Context: an optimization exercise on an open-source flow, tuned for small area. The choices shown serve that exercise and are no tape-out recipe.
Function was checked by simulation only, so behaviour that the tests miss may differ from the original.

Design CORDIC_tanInv_sqrt, start of the top module:
module CORDIC_tanInv_sqrt(
    output [15:0] X0,
    output [15:0] Y0,
    output [15:0] Z0,
    input  [15:0] Xin,
    input  [15:0] Yin,
    input  [15:0] Zin,
    input  clk
);
    wire t1;
    wire t2;
    wire t3;
    wire t4;
    wire t5;
    wire t6;
    wire t7;
    wire t8;
    wire t9;
    wire t10;
    wire t11;
    wire t12;
    wire t13;
    wire t14;
    wire t15;
    wire s16;
    wire c16;
    wire s17;
    wire c17;
    wire s18;
    wire c18;
    wire s19;
    wire c19;
    wire s20;
    wire c20;
    wire s21;
    wire c21;
    wire s22;
    wire c22;
    wire s23;
    wire c23;
    wire s24;
    wire c24;
    wire s25;
    wire c25;
    wire s26;
    wire c26;
    wire s27;
    wire c27;
    wire s28;
    wire c28;
    wire s29;
    wire c29;
    wire s30;
    wire c30;
    wire t31;
    wire t32;
    wire t33;
    wire t34;
    wire t35;
    wire t36;
    wire t37;
  ...
Size: about 1900 cells after synthesis, ~840 flip-flops, about 97 I/O pins.
clock: 7.0 ns
lec_check: 0
abc_area: 1
cap_margin: 20
core_margin: 2
core_utilization: 45
cts_buf_list: sky130_fd_sc_hd__clkbuf_8
cts_cluster_diameter: 50
cts_cluster_size: 16
slew_margin: 20
synth_hierarchical: 1
run.sh (not shown) runs the stock make flow with config.mk's settings and CLKGATE_MAP_FILE= SYNTH_SCRIPT=/design/flow/synth_recipe.tcl, a recipe that flattens the netlist after the stock synthesis.
Change:
==> flow/flow/run.sh (new file) <==
#!/bin/bash
# Own flow: the standard layout with the smallest buffer as the port buffer and
# a clock tree without dummy loads.
set -euo pipefail
bash standard.sh BUFFER_PORTS_ARGS="-buffer_cell sky130_fd_sc_hd__buf_1" \
  CTS_ARGS="-sink_clustering_enable -repair_clock_nets -buf_list {sky130_fd_sc_hd__clkbuf_2 sky130_fd_sc_hd__clkbuf_4} -sink_clustering_size 10 -sink_clustering_max_diameter 40 -dont_use_dummy_load" finish > standard_flow.log 2>&1
==> flow/standard.sh (new file) <==
#!/bin/bash
# synth_recipe.tcl (not shown) runs the flow's synth.tcl, then flattens the netlist and writes it again
# the make line also repeats each setting of config.mk as NAME=value (left out here)
make -C /OpenROAD-flow-scripts/flow DESIGN_CONFIG=/design/flow/config.mk WORK_HOME=/design/flow/orfs CLKGATE_MAP_FILE= SYNTH_SCRIPT=/design/flow/synth_recipe.tcl "${@:-finish}"
removed: flow/run.sh
What happened: Register-to-register slack is better by 0.03 ns; critical path depth stays the same; routed wire length falls by 0.46%; worst setup slack is better by 0.025 ns; utilization falls by 2.5 points; die area does not change; maximum frequency rises by about 0.37%; clock-buffer cell count rises by 22.
Change:
==> flow/flow/run.sh (replaced) <==
#!/bin/bash
# Own flow: the standard layout with the smallest buffer as the port buffer and
# a clock tree without dummy loads.
set -euo pipefail
bash standard.sh BUFFER_PORTS_ARGS="-buffer_cell sky130_fd_sc_hd__buf_1" \
  CTS_ARGS="-sink_clustering_enable -repair_clock_nets -buf_list sky130_fd_sc_hd__clkbuf_4 -sink_clustering_size 12 -sink_clustering_max_diameter 40 -dont_use_dummy_load" finish > standard_flow.log 2>&1
==> flow/config.mk (replaced) <==
export PLATFORM = sky130hd
export DESIGN_NAME = CORDIC_tanInv_sqrt
export DESIGN_NICKNAME = CORDIC_tanInv_sqrt
export VERILOG_FILES = /design/flow/design.v
export SDC_FILE = /design/flow/constraint.sdc
export NUM_CORES = 4
export LEC_CHECK = 0
export CAP_MARGIN = 20
export CORE_MARGIN = 2
export CORE_UTILIZATION = 45
export CTS_BUF_LIST = sky130_fd_sc_hd__clkbuf_4
export CTS_CLUSTER_DIAMETER = 40
export CTS_CLUSTER_SIZE = 10
export SLEW_MARGIN = 20
export SYNTH_HIERARCHICAL = 1
The new run passed the timing, design-rule and antenna checks.
Routed wire length decreases by 0.72%.
Via count decreases by 2.1%.
Count of clock-buffer cells in the layout decreases by 8.
Worst setup slack improved by 0.022 ns.
Hold slack is about the same.
Change:
==> flow/flow/run.sh (replaced) <==
#!/bin/bash
# Own flow: the standard layout with the smallest buffer as the port buffer and
# a clock tree without dummy loads.
set -euo pipefail
bash standard.sh BUFFER_PORTS_ARGS="-buffer_cell sky130_fd_sc_hd__buf_1" \
  CTS_ARGS="-sink_clustering_enable -repair_clock_nets -buf_list sky130_fd_sc_hd__clkbuf_4 -sink_clustering_size 10 -sink_clustering_max_diameter 40 -dont_use_dummy_load" finish > standard_flow.log 2>&1
==> flow/config.mk (replaced) <==
export PLATFORM = sky130hd
export DESIGN_NAME = CORDIC_tanInv_sqrt
export DESIGN_NICKNAME = CORDIC_tanInv_sqrt
export VERILOG_FILES = /design/flow/design.v
export SDC_FILE = /design/flow/constraint.sdc
export NUM_CORES = 4
export LEC_CHECK = 0
export CAP_MARGIN = 10
export CORE_MARGIN = 2
export CORE_UTILIZATION = 70
export SLEW_MARGIN = 10
export SYNTH_HIERARCHICAL = 1
Effect:
- The changed run finished clean
- die area fell by a quarter to a third
- core utilization rose by 26 points
- synthesized cell count is unchanged
- area after synthesis stays the same
- clock skew fell by 0.044 ns
- global-route usage rose by 7.1 points
- cell area fell slightly
- routed wire length fell slightly
Change:
==> flow/flow/run.sh (replaced) <==
#!/bin/bash
# Own flow: the standard layout with the smallest buffer as the port buffer and
# a clock tree without dummy loads.
set -euo pipefail
bash standard.sh BUFFER_PORTS_ARGS="-buffer_cell sky130_fd_sc_hd__buf_1" \
  CTS_ARGS="-sink_clustering_enable -repair_clock_nets -buf_list sky130_fd_sc_hd__clkbuf_4 -sink_clustering_size 10 -sink_clustering_max_diameter 60 -dont_use_dummy_load" finish > standard_flow.log 2>&1
--- a/flow/config.mk
+++ b/flow/config.mk
@@ -6,7 +6,7 @@
 export NUM_CORES = 4
 export LEC_CHECK = 0
-export CAP_MARGIN = 10
+export CAP_MARGIN = 20
 export CORE_MARGIN = 2
 export CORE_UTILIZATION = 70
-export SLEW_MARGIN = 10
+export SLEW_MARGIN = 20
 export SYNTH_HIERARCHICAL = 1
=> The new run finished with timing, DRC and antenna clean; via count is lower by about 0.7%; die area stays the same; global-route usage barely changes; fmax fell by about 0.5%.
Change:
==> flow/flow/run.sh (replaced) <==
#!/bin/bash
# Own flow: the standard layout with the smallest buffer as the port buffer and
# a clock tree without dummy loads.
set -euo pipefail
bash standard.sh BUFFER_PORTS_ARGS="-buffer_cell sky130_fd_sc_hd__buf_1" \
  CTS_ARGS="-sink_clustering_enable -repair_clock_nets -buf_list sky130_fd_sc_hd__clkbuf_4 -sink_clustering_size 10 -sink_clustering_max_diameter 40 -dont_use_dummy_load" finish > standard_flow.log 2>&1
--- a/flow/config.mk
+++ b/flow/config.mk
@@ -8,5 +8,5 @@
 export CAP_MARGIN = 20
 export CORE_MARGIN = 2
-export CORE_UTILIZATION = 70
+export CORE_UTILIZATION = 60
 export SLEW_MARGIN = 20
 export SYNTH_HIERARCHICAL = 1
After rerunning: Worst setup slack improved by 0.032 ns. Clock skew is higher by 0.010 ns. Synthesized cell count stays the same. Synthesized area does not change. Critical path depth is unchanged.

separate check: timing with driven ports:
Ports are ideal in the flow. The routed layouts listed here were re-timed in OpenROAD.
Step 1, drivers: a clkbuf_16 drives clk and a buf_2 each remaining input, both assumed.
Step 2 moves the port delays by t, midway between the first and last clock arrival at a register: inputs arrive t later, outputs are due t later. That takes back most of the time a late clock gives input paths.
Three values: ideal, step 1, step 2; two values: the first two.
run	t, ns	setup WS [ns]	hold slack, ns	worst setup path after step 2	worst data-port slew with drivers (ns)
the first run	0.710	0.173 / 0.173 / 0.173	0.308 / 0.308 / 0.308	register to register	0.04
the second run	0.879	0.198 / 0.198 / 0.198	0.280 / 0.280 / 0.280	register to register	0.04
the third run	0.885	0.220 / 0.220 / 0.220	0.282 / 0.282 / 0.282	register to register	0.03
the fourth run	0.838	0.246 / 0.246 / 0.246	0.310 / 0.310 / 0.310	register to register	0.04
the fifth run	0.848	0.212 / 0.212 / 0.212	0.277 / 0.277 / 0.277	register to register	0.04
the sixth run	0.842	0.244 / 0.244 / 0.244	0.259 / 0.259 / 0.259	register to register	0.03
After both steps setup and hold are still met in every run listed.
